Source: an optimization exercise on an open RTL-to-GDS flow (aim: small area, a short achievable clock period and few clock cycles per item). Production flows keep margins and buffers that such runs may drop.
The RTL was checked by simulation tests, not by an equivalence proof against the original design.
Power and IR drop assume default switching activity.

File: flow/design.v
parameter logic [2:0] MUL    = 3'b000;  
parameter logic [2:0] MULH   = 3'b001;  
parameter logic [2:0] MULHSU = 3'b010;  
parameter logic [2:0] MULHU  = 3'b011;  
parameter logic [2:0] DIV    = 3'b100;  
parameter logic [2:0] DIVU   = 3'b101;  
parameter logic [2:0] REM    = 3'b110;  
parameter logic [2:0] REMU   = 3'b111;  
parameter logic [6:0] OPCODE = 7'b0110011;  
parameter logic [6:0] FUNC7 = 7'b0000001;   
parameter logic [13:0] Q_LOGIC      = 14'd12289;   
parameter logic [6:0] OPCODE_CUSTOM = 7'b0001011;  
parameter logic [2:0] ADDMOD = 3'b000;  
parameter logic [2:0] SUBMOD = 3'b001;  
parameter logic [2:0] MULQ   = 3'b010;  
function logic [6:0] get_ir_opcode(input logic [31:0] ir);
    get_ir_opcode = ir[6:0];
endfunction
function logic [2:0] get_ir_func3(input logic [31:0] ir);
    get_ir_func3 = ir[14:12];
endfunction
function logic [6:0] get_ir_func7(input logic [31:0] ir);
    get_ir_func7 = ir[31:25];
endfunction
function logic is_mult(input logic [2:0] f3);
    is_mult = f3[2]==0;
endfunction
function logic is_div(input logic [2:0] f3);
    is_div = f3[2]==1 && f3[1]==0;
endfunction
function logic is_rem(input logic [2:0] f3);
    is_rem = f3[2]==1 && f3[1]==1;
endfunction
function logic is_negative(input logic [31:0] value);
    is_negative = value[31];
endfunction
module m_alu(
    input logic [1-1:0] mux_div_rem,
    input logic [ 2-1:0] mux_aluout,
    input logic [31:0] R,  
    input logic [62:0] D,  
    input logic [31:0] Z,  
    input logic signed [32:0] A,
    input logic signed [32:0] B,
    output logic sub_neg,
    output logic [31:0] sub_result,
    output logic [31:0] div_rem,
    output logic [31:0] div_rem_neg,
    output logic signed [65:0] alu_out
);
parameter logic [2:0] MUL    = 3'b000;  
parameter logic [2:0] MULH   = 3'b001;  
parameter logic [2:0] MULHSU = 3'b010;  
parameter logic [2:0] MULHU  = 3'b011;  
parameter logic [2:0] DIV    = 3'b100;  
parameter logic [2:0] DIVU   = 3'b101;  
parameter logic [2:0] REM    = 3'b110;  
parameter logic [2:0] REMU   = 3'b111;  
parameter logic [6:0] OPCODE = 7'b0110011;  
parameter logic [6:0] FUNC7 = 7'b0000001;   
parameter logic [13:0] Q_LOGIC      = 14'd12289;   
parameter logic [6:0] OPCODE_CUSTOM = 7'b0001011;  
parameter logic [2:0] ADDMOD = 3'b000;  
parameter logic [2:0] SUBMOD = 3'b001;  
parameter logic [2:0] MULQ   = 3'b010;  
function logic [6:0] get_ir_opcode(input logic [31:0] ir);
    get_ir_opcode = ir[6:0];
endfunction
function logic [2:0] get_ir_func3(input logic [31:0] ir);
    get_ir_func3 = ir[14:12];
endfunction
function logic [6:0] get_ir_func7(input logic [31:0] ir);
    get_ir_func7 = ir[31:25];
endfunction
function logic is_mult(input logic [2:0] f3);
    is_mult = f3[2]==0;
endfunction
function logic is_div(input logic [2:0] f3);
    is_div = f3[2]==1 && f3[1]==0;
endfunction
function logic is_rem(input logic [2:0] f3);
    is_rem = f3[2]==1 && f3[1]==1;
endfunction
function logic is_negative(input logic [31:0] value);
    is_negative = value[31];
endfunction
logic signed [63:0] sub_result_sign;
logic [62:0] sub_a, sub_b;
assign sub_a = {31'd0,R};  
assign sub_b = D;
assign sub_result_sign = sub_a - sub_b;  
assign sub_result = sub_result_sign[31:0];
assign sub_neg = sub_result_sign[63];
logic is_sub;
logic signed [16:0] sum_a, sum_b, sum_Q;
logic signed [17:0] sum;
logic signed [18:0] sum_corrected;
logic sum_greater_Q, sub_custom_neg;
logic signed [65:0] product;
always_comb begin
    sum = '0;  
    is_sub = (mux_aluout==2'd2);
    sum_a = {A[32],A[14:0],is_sub};
    sum_b = {B[32],B[14:0],1'b0};
    sum = sum_a + (is_sub ? ~sum_b : sum_b);
    sum[0] = 1'b1;  
    sum_Q[16:1] = is_sub ? {2'b00, Q_LOGIC} : {2'b11, ~Q_LOGIC};
    sum_Q[0] = ~is_sub;
    sum_corrected = sum + sum_Q; 
    product = A * B;  
    sum_greater_Q = sum[17:1] >= {3'b000, Q_LOGIC};
    sub_custom_neg = sum[17];
    case (mux_aluout)
        2'd0:  alu_out = product;
        2'd1: alu_out = sum_greater_Q  ? {48'd0, sum_corrected[18:1]} : {49'd0, sum[17:1]};
        2'd2: alu_out = sub_custom_neg ? {48'd0, sum_corrected[18:1]} : {49'd0, sum[17:1]};
        default:           alu_out = product;
    endcase
end
always_comb begin
    unique case(mux_div_rem)
        1'd0: div_rem = R;
        1'd1: div_rem = Z;
    endcase
    div_rem_neg = -div_rem;  
end
endmodule
module m_controller(
    input logic clk, resetn,
    input logic pcpi_valid,  
    input logic [31:0] instruction,  
    input logic [31:0] rs1, rs2,  
    input logic [31:0] R,  
    output logic [3-1:0] mux_R,  
    output logic [3-1:0] mux_D,  
    output logic [2-1:0] mux_Z,  
    output logic [2-1:0] mux_A,  
    output logic [2-1:0] mux_B,  
    output logic [1-1:0] mux_div_rem,  
    output logic [2-1:0] mux_aluout,  
    output logic [3-1:0] mux_out,  
    output logic pcpi_ready,
    output logic pcpi_wr,
    output logic pcpi_busy,
    output logic result_signed,
    output logic [31:0] rs1_neg, rs2_neg
);
parameter logic [2:0] MUL    = 3'b000;  
parameter logic [2:0] MULH   = 3'b001;  
parameter logic [2:0] MULHSU = 3'b010;  
parameter logic [2:0] MULHU  = 3'b011;  
parameter logic [2:0] DIV    = 3'b100;  
parameter logic [2:0] DIVU   = 3'b101;  
parameter logic [2:0] REM    = 3'b110;  
parameter logic [2:0] REMU   = 3'b111;  
parameter logic [6:0] OPCODE = 7'b0110011;  
parameter logic [6:0] FUNC7 = 7'b0000001;   
parameter logic [13:0] Q_LOGIC      = 14'd12289;   
parameter logic [6:0] OPCODE_CUSTOM = 7'b0001011;  
parameter logic [2:0] ADDMOD = 3'b000;  
parameter logic [2:0] SUBMOD = 3'b001;  
parameter logic [2:0] MULQ   = 3'b010;  
function logic [6:0] get_ir_opcode(input logic [31:0] ir);
    get_ir_opcode = ir[6:0];
endfunction
function logic [2:0] get_ir_func3(input logic [31:0] ir);
    get_ir_func3 = ir[14:12];
endfunction
function logic [6:0] get_ir_func7(input logic [31:0] ir);
    get_ir_func7 = ir[31:25];
endfunction
function logic is_mult(input logic [2:0] f3);
    is_mult = f3[2]==0;
endfunction
function logic is_div(input logic [2:0] f3);
    is_div = f3[2]==1 && f3[1]==0;
endfunction
function logic is_rem(input logic [2:0] f3);
    is_rem = f3[2]==1 && f3[1]==1;
endfunction
function logic is_negative(input logic [31:0] value);
    is_negative = value[31];
endfunction
logic [4:0] counter;
logic [4:0] counter_next;
logic [2:0] current_func, next_current_func;
logic [6:0] current_opcode, next_opcode;
logic next_result_signed;
logic rs1_smaller_rs2;
logic [31:0] abs_rs1, abs_rs2;
function logic rs1_is_signed(input logic [2:0] cur_func3);
    rs1_is_signed = (cur_func3==MULH || cur_func3==MULHSU || cur_func3==DIV || cur_func3==REM);
endfunction
function logic rs2_is_signed(input logic [2:0] cur_func3);
    rs2_is_signed = (cur_func3==MULH || cur_func3==DIV || cur_func3==REM);
endfunction
typedef enum logic [2:0] {
    IDLE   = 3'b000,
    DIVID  = 3'b001,
    SELECT = 3'b010,
    DONE   = 3'b011,
    MULTIP = 3'b100,
    SELECT_MULQ = 3'b101,
    SELECT_MULQDIV = 3'b110
} state_t;
state_t state, next_state;
assign rs1_neg = -rs1;
assign rs2_neg = -rs2;
always_comb begin
    abs_rs1[31:0] = (is_negative(rs1) && rs1_is_signed((state == DONE) ? current_func : next_current_func)) ? rs1_neg : rs1;
    abs_rs2[31:0] = (is_negative(rs2) && rs2_is_signed((state == DONE) ? current_func : next_current_func)) ? rs2_neg : rs2;
    rs1_smaller_rs2 = abs_rs1 < abs_rs2;
end
always_ff @(posedge clk, negedge resetn)  
begin
    if(~resetn) begin
        state <= IDLE;
        counter <= 5'b00000;
        current_func <= '0;
        current_opcode <= '0;
        result_signed <= '0;
    end
    else begin
        state <= next_state;
        counter <= counter_next;
        current_func <= next_current_func;
        current_opcode <= next_opcode;
        result_signed <= next_result_signed;
    end
end
always_comb
begin
    mux_R = 3'd0;
    mux_D = 3'd0;
    mux_Z = 2'd0;
    mux_A = 2'd3;
    mux_B = 2'd3;
    mux_div_rem = 1'd0;
    mux_out = 3'd0;
    mux_aluout = 2'd0;
    pcpi_ready = '0;
    pcpi_wr = '0;
    pcpi_busy = '0;
    next_current_func = current_func;
    next_opcode = current_opcode;
    counter_next = '0;
    next_result_signed = result_signed;
    next_state = state;
    unique case (state)
        IDLE: begin
            pcpi_ready = 1'b0;
            pcpi_wr = 1'b0;
            pcpi_busy = 1'b0;
            mux_A = 2'd2;
            mux_B = 2'd2;
            counter_next = 'd31;
            next_opcode = get_ir_opcode(instruction);
            next_current_func = get_ir_func3(instruction);
            if (pcpi_valid && (next_opcode == OPCODE) && (get_ir_func7(instruction) == FUNC7)) begin
                mux_Z = 2'd1;    
                if ((next_current_func == DIV || next_current_func == REM) 
                            && is_negative(rs1)) begin
                    mux_R = 3'd2;
                end else begin
                    mux_R = 3'd1;
                end
                if ((next_current_func == DIV || next_current_func == REM) 
                            && is_negative(rs2)) begin
                    mux_D = 3'd2;
                end else begin
                    mux_D = 3'd1;
                end
                if (is_div(next_current_func) || is_rem(next_current_func)) begin
                    if(rs2 == '0 || rs1_smaller_rs2) begin
                        mux_R = 3'd1;
                        next_state = DONE;
                    end else begin
                        next_state = DIVID;
                    end
                end else begin
                    next_state = SELECT;
                end
            end else begin
                if (pcpi_valid && (next_opcode == OPCODE_CUSTOM)) begin
                    mux_R = 3'd1;
                    mux_D = 3'd1;
                    mux_Z = 2'd1;  
                    next_state = SELECT;
                end else begin
                    next_state = IDLE;
                end
            end      
        end
        DIVID: begin
            pcpi_busy = 1'b1;
            mux_R = 3'd3;
            mux_D = 3'd3;
            mux_Z = 2'd2;
            if (counter > '0) begin
                next_state = DIVID;
                counter_next = counter - 5'b00001;
            end else begin
                next_state = (current_opcode == OPCODE_CUSTOM && current_func == MULQ) ? SELECT_MULQ : SELECT;
            end
        end
        SELECT: begin
            pcpi_busy = 1'b1;
            mux_div_rem = is_div(current_func) && (current_opcode == OPCODE) ? 1'd1 : 1'd0;
            if (is_mult(current_func) && (current_opcode == OPCODE)) begin
                unique case(current_func)
                    MULH: begin
                        mux_A = 2'd1;
                        mux_B = 2'd1;
                        next_result_signed = '1;
                    end
                    MULHSU: begin
                        mux_A = 2'd1;
                        mux_B = 2'd0;
                        next_result_signed = '1;
                    end
                    default: begin
                        mux_A = 2'd0;
                        mux_B = 2'd0;
                        next_result_signed = '0;
                    end
                endcase
                next_state = MULTIP;    
            end else begin
                if ((current_func == ADDMOD || current_func == SUBMOD) && current_opcode == OPCODE_CUSTOM) begin
                    mux_A = 2'd1;
                    mux_B = 2'd1;
                    next_state = MULTIP; 
                end else if (current_func == MULQ && current_opcode == OPCODE_CUSTOM) begin
                    mux_A = 2'd0;
                    mux_B = 2'd0;
                    next_state = MULTIP;
                end else begin
                    mux_A = 2'd0;
                    mux_B = 2'd0;
                    next_state = DONE;
                end                
            end
        end
        MULTIP: begin
            pcpi_busy = 1'b1;
            mux_R = 3'd4;
            mux_div_rem = 1'd0;
            if (current_opcode == OPCODE) begin
                if (current_func == MUL) begin
                    mux_R = 3'd4;
                    mux_div_rem = 1'd0;
                end else begin
                    mux_Z = 2'd3;
                    mux_div_rem = 1'd1;
                end
            end
            next_state = DONE;
            if (current_opcode == OPCODE_CUSTOM) begin
                if(current_func == MULQ) begin
                    mux_aluout = 2'd0;
                    mux_R = 3'd4;
                    mux_D = 3'd4;
                    next_state = SELECT_MULQDIV;                    
                end else begin
                    mux_aluout = (current_func == ADDMOD) ? 2'd1 : 2'd2;
                end
            end
        end
        SELECT_MULQDIV: begin
            pcpi_busy = 1'b1;
            if(R[27:0] < {14'd0,Q_LOGIC}) begin
                next_state = DONE;
            end else begin
                next_state = DIVID;
                counter_next = 'd27;
            end
        end
        SELECT_MULQ: begin
            pcpi_busy = 1'b1;
            next_state = DONE;
        end
        DONE: begin
            if (current_opcode == OPCODE_CUSTOM) begin
                mux_div_rem = 1'd0;
                mux_out = 3'd3;
            end else begin
                if (is_mult(current_func)) begin
                    if (current_func == MUL) begin
                        mux_div_rem = 1'd0;
                    end else begin
                        mux_div_rem = 1'd1;
                    end
                    mux_out = 3'd1;
                end else begin
                    mux_div_rem = is_div(current_func) ? 1'd1 : 1'd0;
                    if ((current_func == DIV && (is_negative(rs1) != is_negative(rs2)))
                            || (current_func == REM && is_negative(rs1))) begin
                        mux_out = 3'd2;
                    end else begin
                        mux_out = 3'd1;
                    end
                    if (rs2 == '0) begin  
                        if(is_rem(current_func)) begin
                            mux_out = 3'd1;
                        end else if (current_func == DIV) begin
                            mux_out = 3'd6;
                        end else if (current_func == DIVU) begin
                            mux_out = 3'd5;
                        end
                    end else if(rs1_smaller_rs2) begin
                        mux_out = is_div(current_func) ? 3'd0 : 3'd1;
                    end
                end
            end
            pcpi_ready = 1'b1;
            pcpi_wr = 1'b1;
            pcpi_busy = 1'b0;
            next_state = IDLE;
            next_current_func = '0;
            next_opcode = '0;
        end
        default:
            next_state = IDLE;
    endcase
end
endmodule
module m_registers(
    input logic clk, resetn,
    input logic [2-1:0]   mux_A,
    input logic [2-1:0]   mux_B,
    input logic sub_neg,
    input logic result_signed,
    input logic [3-1:0] mux_R,  
    input logic [3-1:0] mux_D,  
    input logic [2-1:0] mux_Z,  
    input logic [31:0] rs1, rs2,  
    input logic [31:0] rs1_neg, rs2_neg,
    input logic [31:0] sub_result,  
    input logic [65:0] alu_out,
    output logic signed [32:0] A,
    output logic signed [32:0] B,
    output logic [31:0] R,  
    output logic [62:0] D,  
    output logic [31:0] Z   
);
parameter logic [2:0] MUL    = 3'b000;  
parameter logic [2:0] MULH   = 3'b001;  
parameter logic [2:0] MULHSU = 3'b010;  
parameter logic [2:0] MULHU  = 3'b011;  
parameter logic [2:0] DIV    = 3'b100;  
parameter logic [2:0] DIVU   = 3'b101;  
parameter logic [2:0] REM    = 3'b110;  
parameter logic [2:0] REMU   = 3'b111;  
parameter logic [6:0] OPCODE = 7'b0110011;  
parameter logic [6:0] FUNC7 = 7'b0000001;   
parameter logic [13:0] Q_LOGIC      = 14'd12289;   
parameter logic [6:0] OPCODE_CUSTOM = 7'b0001011;  
parameter logic [2:0] ADDMOD = 3'b000;  
parameter logic [2:0] SUBMOD = 3'b001;  
parameter logic [2:0] MULQ   = 3'b010;  
function logic [6:0] get_ir_opcode(input logic [31:0] ir);
    get_ir_opcode = ir[6:0];
endfunction
function logic [2:0] get_ir_func3(input logic [31:0] ir);
    get_ir_func3 = ir[14:12];
endfunction
function logic [6:0] get_ir_func7(input logic [31:0] ir);
    get_ir_func7 = ir[31:25];
endfunction
function logic is_mult(input logic [2:0] f3);
    is_mult = f3[2]==0;
endfunction
function logic is_div(input logic [2:0] f3);
    is_div = f3[2]==1 && f3[1]==0;
endfunction
function logic is_rem(input logic [2:0] f3);
    is_rem = f3[2]==1 && f3[1]==1;
endfunction
function logic is_negative(input logic [31:0] value);
    is_negative = value[31];
endfunction
logic [31:0] next_R;  
logic [62:0] next_D;  
logic [31:0] next_Z;  
logic signed [32:0] next_A, next_B;  
always_ff @(posedge clk)  
begin
    if(~resetn)
    begin
        R <= '0;
        D <= '0;
        Z <= '0;
        A <= '0;
        B <= '0;
    end
    else
    begin
        R <= next_R;
        D <= next_D;
        Z <= next_Z;
        A <= next_A;
        B <= next_B;
    end
end
always_comb
begin
    next_R = R;
    next_D = D;
    next_Z = Z;
    next_A = {1'b0 , R};
    next_B = {1'b0 , D[62:31]};
    unique case (mux_R)
        3'd0:       next_R = R;
        3'd1:          next_R = rs1;
        3'd2:      next_R = rs1_neg;
        3'd3:   next_R = sub_neg ? R : sub_result;
        3'd4: next_R = alu_out[31:0];
    endcase;
    unique case (mux_D)
        3'd0:  next_D = D;
        3'd1:     next_D = {rs2,31'd0};
        3'd2: next_D = {rs2_neg,31'd0};
        3'd3:   next_D = {1'b0,D[62:1]};
        3'd4:     next_D = {22'd0,Q_LOGIC,27'd0};
    endcase
    unique case (mux_Z)
        2'd0:    next_Z = Z;
        2'd1:    next_Z = '0;
        2'd2: next_Z = {Z[30:0],~sub_neg};
        2'd3: next_Z = result_signed ? {alu_out[65], alu_out[62:32]} : alu_out[63:32];
    endcase
    unique case (mux_A)
        2'd0: next_A[32] = 1'b0;   
        2'd1  : next_A[32] = R[31];  
        2'd2      : next_A     = 33'd0;  
        2'd3      : next_A     = A;
    endcase
    unique case (mux_B)
        2'd0: next_B[32] = 1'b0;   
        2'd1  : next_B[32] = D[62];  
        2'd2      : next_B     = 33'd0;  
        2'd3      : next_B     = B;
    endcase
end
endmodule
module riscv_m_unit(
	input logic clk, 
	input logic resetn, 
	input logic valid,
	input logic[31:0] instruction,
	input logic[31:0] rs1,
	input logic[31:0] rs2,
	output logic wr,
	output logic[31:0] rd,
	output logic busy,
	output logic ready
	);
logic [31:0] rs1_neg, rs2_neg;
logic [31:0] R;  
logic [62:0] D;  
logic [31:0] Z;  
logic signed [32:0] A;
logic signed [32:0] B;
logic sub_neg;
logic [31:0] sub_result;   
logic [31:0] div_rem;      
logic [31:0] div_rem_neg;  
logic signed [65:0] alu_out;      
logic [3-1:0] mux_R;
logic [3-1:0] mux_D;
logic [2-1:0] mux_Z;
logic [2-1:0] mux_A;
logic [2-1:0] mux_B;
logic [1-1:0] mux_div_rem;
logic [3-1:0] mux_out;
logic [2-1:0] mux_aluout;
logic result_signed;
m_controller controller (
    .clk(clk), .resetn(resetn), .pcpi_valid(valid),  
    .instruction(instruction), .rs1(rs1), .rs2(rs2), .R(R),  
    .mux_R(mux_R), .mux_D(mux_D), .mux_Z(mux_Z), .mux_A(mux_A), .mux_B(mux_B),  
    .mux_div_rem(mux_div_rem), .mux_aluout(mux_aluout), .mux_out(mux_out), .pcpi_ready(ready), .pcpi_wr(wr), .pcpi_busy(busy),  .result_signed(result_signed), 
    .rs1_neg(rs1_neg), .rs2_neg(rs2_neg)  
);
m_registers registers(
    .clk(clk), .resetn(resetn), .mux_A(mux_A), .mux_B(mux_B), .sub_neg(sub_neg), .mux_R(mux_R), .mux_D(mux_D), .mux_Z(mux_Z), .result_signed(result_signed),  
    .rs1(rs1), .rs2(rs2), .rs1_neg(rs1_neg), .rs2_neg(rs2_neg), .sub_result(sub_result), .alu_out(alu_out),  
    .A(A), .B(B), .R(R), .D(D), .Z(Z)  
);
m_alu alu(
    .mux_div_rem(mux_div_rem), .mux_aluout(mux_aluout),  
    .R(R), .D(D), .Z(Z), .A(A), .B(B),  
    .sub_neg(sub_neg),  
    .sub_result(sub_result), .div_rem(div_rem), .div_rem_neg(div_rem_neg), .alu_out(alu_out)  
);
always_comb begin
    unique case (mux_out)
        3'd0:          rd = '0;
        3'd1:       rd = div_rem;
        3'd2:   rd = div_rem_neg;
        3'd3:  rd = div_rem;
        3'd4:  rd = alu_out[63:32];
        3'd5:          rd = {32{1'b1}};
        3'd6:       rd = -32'd1;
    endcase
end
endmodule
File: flow/run.sh
#!/bin/bash
# synth_recipe.tcl (not shown) runs the flow's synth.tcl, then flattens the netlist and writes it again
# the make line also repeats each setting of config.mk as NAME=value (left out here)
make -C /OpenROAD-flow-scripts/flow DESIGN_CONFIG=/design/flow/config.mk WORK_HOME=/design/flow/orfs CLKGATE_MAP_FILE= SYNTH_SCRIPT=/design/flow/synth_recipe.tcl finish
File: flow/config.mk
export PLATFORM = sky130hd
export DESIGN_NAME = riscv_m_unit
export DESIGN_NICKNAME = riscv_m_unit
export VERILOG_FILES = /design/flow/design.v
export SDC_FILE = /design/flow/constraint.sdc
export NUM_CORES = 4
export LEC_CHECK = 0
export CAP_MARGIN = 20
export CORE_MARGIN = 2
export CORE_UTILIZATION = 40
export SLEW_MARGIN = 20
File: flow/constraint.sdc
create_clock -name core_clock -period 11.0 [get_ports {clk}]
set_input_delay 2.2000 -clock core_clock [delete_from_list [all_inputs] [get_ports {clk}]]
set_output_delay 2.2000 -clock core_clock [all_outputs]
set_load 0.01 [all_outputs]
==> run notes <==
==> logic make-up (layout without fill, tap and decap cells) <==
group	count (synthesis)	count (layout)	synth area share, %
fa+ha+maj	1466	1466	47.8
simple gates	2109	2109	18.3
buf+inv	1625	1537	10.9
xor+xnor	234	234	3.64
flops	212	212	7.70
mux	52	52	0.959
compound gates	881	882	10.6
==> worst max-delay path: cells and delay by family <==
family / cells / cell delay, ns
AOI/OAI and AO/OA: 6 / 2.04
xor gates and xnor gates: 1 / 0.16
adders and majority gates: 1 / 0.31
buffers and inverters: 2 / 1.06
and+or+nand+nor: 10 / 2.80
==> synth_stat cells, types with 17 or more instances <==
cell type  instances  share of area (%)
o21ai_0          143                1.3
inv_1           1241                8.3
o221ai_1          19               0.30
xnor2_1          114                1.8
mux2i_1           45               0.80
ha_1             320                7.1
dfrtp_1           19               0.84
nor4_1            28               0.31
a311oi_1          22               0.34
xor2_1           120                1.9
or3_1             38               0.42
a21o_1            75                1.0
and2_1           561                6.2
o21bai_1          20               0.27
and3_1            43               0.48
nand4_1           19               0.21
o21a_1            17               0.23
o22ai_1           31               0.34
nand2_1          827                5.5
dfxtp_1          193                6.9
nand2b_1          34               0.38
a21oi_1          230                2.0
nand3_1           97               0.86
clkbuf_1         358                2.4
a222oi_1          21               0.37
a221oi_1          19               0.30
a31oi_1           30               0.33
nor2_1           276                1.8
o211ai_1          33               0.44
nor3_1            82               0.73
fa_1            1146                 41
a22oi_1           56               0.75
a211oi_1          32               0.43
nor2b_1           30               0.33
==> sequential cells by signal, summed over array words and instances (netlist names) <==
register                   cells
controller.current_opcode      7
registers.Z                   32
controller.result_signed       1
controller.state               3
registers.R                   32
registers.D                   63
controller.counter             5
controller.current_func        3
registers.B                   33
registers.A                   33
==> worst paths after layout <==
path	from	endpoint	slack (ns)	depth (start not counted)
setup / recovery	rs1[0]	rd[26]	0.22	20
hold / removal	registers.A[22]	registers.A[22]	0.45	2
setup reg to reg	registers.A[6]	registers.Z[31]	1.59	27
hold reg to reg	registers.A[22]	registers.A[22]	0.45	2
max in group asynchronous	resetn	controller.state[1]	8.76	2
min in group asynchronous	resetn	controller.current_func[1]	1.76	2
==> through the flow <==
step / std cells / hold slack [ns] / utilization [%] / setup slack (ns) / instance area, um^2
2_1_floorplan: 6579 / 0.445 / - / 1.77 / 56300
3_3_place_gp: 8319 / 0.438 / 42.5 / 0.248 / 59400
3_5_place_dp: 8319 / 0.445 / 42.5 / 0.230 / 59400
4_1_cts: 8365 / 0.452 / 43.1 / 0.196 / 60300
5_1_grt: 8368 / 0.481 / 43.2 / -0.00811 / 60300
6_report: 8368 / 0.454 / 43.2 / 0.225 / 60300
==> power groups by stage <==
| stage | combinational [uW] | clock, uW | sequential [uW] |
|---|---|---|---|
| 6_report | 2720 | 872 | 1170 |
| 4_1_cts | 2630 | 878 | 1150 |
| 3_5_place_dp | 2610 | 0 | 1170 |
| 3_3_place_gp | 2620 | 0 | 1170 |
| 5_1_grt | 2930 | 910 | 1170 |
| 2_1_floorplan | 1880 | 0 | 985 |
==> layout make-up <==
cell class / instances / area share [%]
Timing Repair Buffer: 246 / 3.57
Tap cell: 1876 / 3.89
Clock buffer: 28 / 1.09
Inverter: 1245 / 7.75
Multi-Input combinational cell: 4743 / 76.2
Clock inverter: 18 / 0.288
Sequential cell: 212 / 7.23
==> metal layers <==
metal | part of all wire (%) | track usage (%) | up-vias
met1 | 44 | 34.8 | 23000
met4 | 3.7 | 7.85 | 0
met5 | 0 | 0 | -
met2 | 45 | 39.2 | 1656
li1 | - | - | 20300
met3 | 7.4 | 3.53 | 228
==> tab_implementation.tex <==
\begin{tabular}{lr}
\hline
Metric & Value \\
\hline
\multicolumn{2}{l}{\textbf{Finish}} \\
Fraction of final layout cells with drive strength greater than 1 & 4.02\% \\
Commonest non-fill, non-tap cells in the layout & inv\_1 (1,241), fa\_1 (1,146), nand2\_1 (825), and2\_1 (560), ha\_1 (320) \\
Multi-input gate area & 46,000 um\^{}2 \\
Number of antenna repair diodes & 0 \\
Post-layout net count & 8,038 \\
Most common cell after layout, fill and taps aside & inv\_1 \\
Register cell area after layout & 4360 um\^{}2 \\
Area growth from synthesis to layout & 7.12\% \\
Number of filler instances in the final layout & 13,900 \\
\multicolumn{2}{l}{\textbf{Setup path}} \\
Maximum fanout along the worst path & 13 \\
Crit path DAT & 8.58 ns \\
Startpoint class of the critical path & input pin \\
Endpoint kind of the worst setup timing path & primary output \\
Category of the most critical setup path & in2out \\
Ordered cell list for the critical path & clkdlybuf4s50\_1 -> or3\_1 -> or3\_1 -> nor3\_1 -> nand3b\_1 -> or3\_1 -> or3\_1 -> nor3\_1 -> nor2\_1 -> xor2\_1 -> ha\_1 -> and4\_1 -> nand2\_1 -> o41ai\_2 -> a21boi\_0 -> o32a\_1 -> o31ai\_4 -> a21boi\_0 -> o221ai\_1 -> clkdlybuf4s50\_1 \\
Delay of the slowest cell on the worst path & 0.66 ns \\
Required time of the worst setup path & 8.80 ns \\
Cell with the biggest individual delay on the critical path & o31ai\_4 \\
Most frequent CP cell & or3\_1 \\
\multicolumn{2}{l}{\textbf{Synthesis}} \\
Post-synthesis instance area & 56,300 um\^{}2 \\
Seq/Total Area, Yosys & 7.70\% \\
Post-synth EDFFs & 0 \\
Post-synthesis instance total & 6,579 \\
Register bit total from synthesis & 212 \\
Warnings from Yosys & 4 \\
Count of distinct cell types in the synthesized netlist & 94 \\
Share of synthesized registers carrying an async set or reset & 8.96\% \\
Post-synthesis area per instance & 8.56 um\^{}2 \\
Leading register cell type out of synthesis & dfxtp\_1 \\
Net count after synthesis & 8,144 \\
\multicolumn{2}{l}{\textbf{STA}} \\
TNS Setup & 0 ns \\
Finish-stage setup viols & 0 \\
Number of slew-limit violations in the final report & 0 \\
Worst-case clock skew & 0.0165 ns \\
Final hold viol count & 0 \\
Worst slew margin relative to its limit & 23.4\% \\
Measured slew at the worst slew-check pin & 1.14 ns \\
Min Clock Period, post-route & 10.78 ns \\
Final cycle utilization of the critical path & 98.0\% \\
FMAX & 92.8 MHz \\
\multicolumn{2}{l}{\textbf{GRT}} \\
Via count of the first global-routing pass & 46,900 \\
Wire length of the first global-routing pass & 276,000 um \\
Overall overflow remaining after global route & 0 \\
Total routing resource utilization after global routing & 24.7\% \\
Initial antenna violation count & 4 \\
Maximum number of pins on one net before global-route repair & 80 \\
\multicolumn{2}{l}{\textbf{Power and ir drop}} \\
Internal portion of total power & 2370 uW \\
Post-layout total power & 4760 uW \\
Switching power share of the total & 50.2\% \\
Reg power frac & 24.5\% \\
Power dissipated by switching net loads & 2390 uW \\
Static power due to leakage & 0.0298 uW \\
IR Drop Worst-Case VDD & 0.000162 V \\
Power share of the combinational group & 57.2\% \\
Clk pwr share & 18.3\% \\
Pwr/cell area & 78.9 nW/um\^{}2 \\
\multicolumn{2}{l}{\textbf{Floorplan}} \\
Die boundary width & 379 um \\
Starting Density & 40.3\% \\
Vertical die dimension & 379 um \\
IO Pins & 134 \\
Placeable core region & 140,000 um\^{}2 \\
Die Area & 144,000 um\^{}2 \\
Rows & 137 \\
\multicolumn{2}{l}{\textbf{Route}} \\
Wirelength per Cell & 20.8 um \\
Number of design-rule violations left by the first detailed-router iteration & 3,545 \\
DR vias & 45,200 \\
Residual DRC & 0 \\
Routed Wire Length & 174,000 um \\
Via density per instance & 5.40 \\
Count of TritonRoute iterations in the first routing pass & 9 \\
Antenna Violating Nets Remaining & 0 \\
\multicolumn{2}{l}{\textbf{Place}} \\
Dpl hpwl & 139,000 um \\
IO buf count & 118 \\
Routability congestion estimate from global placement & 0.918 \\
\multicolumn{2}{l}{\textbf{Clock network}} \\
CTS tree & built \\
Total clock buffers created by CTS & 25 \\
Setup bufs post-CTS & 0 \\
Buffers from clock root to sink, at most & 3 \\
Hold buffer count at CTS & 0 \\
Total of cells resized after clock tree synthesis & 0 \\
Register clock-pin slew on the reported worst setup and hold paths & 0.06 ns \\
Depth of the CTS H-tree & 1 \\
Clk Latency, worst-skew pair & 0.56 ns \\
Total number of clock tree sinks & 212 \\
Clock root buffer master & clkbuf\_16 \\
\multicolumn{2}{l}{\textbf{Min path}} \\
Hold WC Path Type & reg2reg \\
\multicolumn{2}{l}{\textbf{Outcome}} \\
Result of the run & no timing/DRC/antenna violations \\
\multicolumn{2}{l}{\textbf{Flow run}} \\
Max Cap Viol & 0 \\
\hline
\end{tabular}
Testbench counts, summed over its fixed seeds: cycles 57,083, items 4,800.

==> re-timing with driven ports <==
No port has a modelled driver above. Below, the same layout with a new extraction and two added sets of constraints.
Step 1 sets driving cells, clkbuf_16 on the clock port and buf_2 on the other inputs (assumed; they add their load-dependent delay and slew).
Step 2 times the ports against the registers' clock, not the clock port: input delays grow and output delays shrink by t, the midpoint of the rising clock arrivals with the driver on.
Slacks: no drivers / after step 1 / after step 2; pairs: no drivers / after step 1.
t, ns: 0.607
setup slack, ns: 0.225 / 0.204 / 0.204
worst setup path at the end: input to output
pins driven straight from the clock port: 1
After both steps this run still meets setup and hold. The setup slack of this run moves by -0.021 ns with the drivers and by -0.021 ns with both steps.
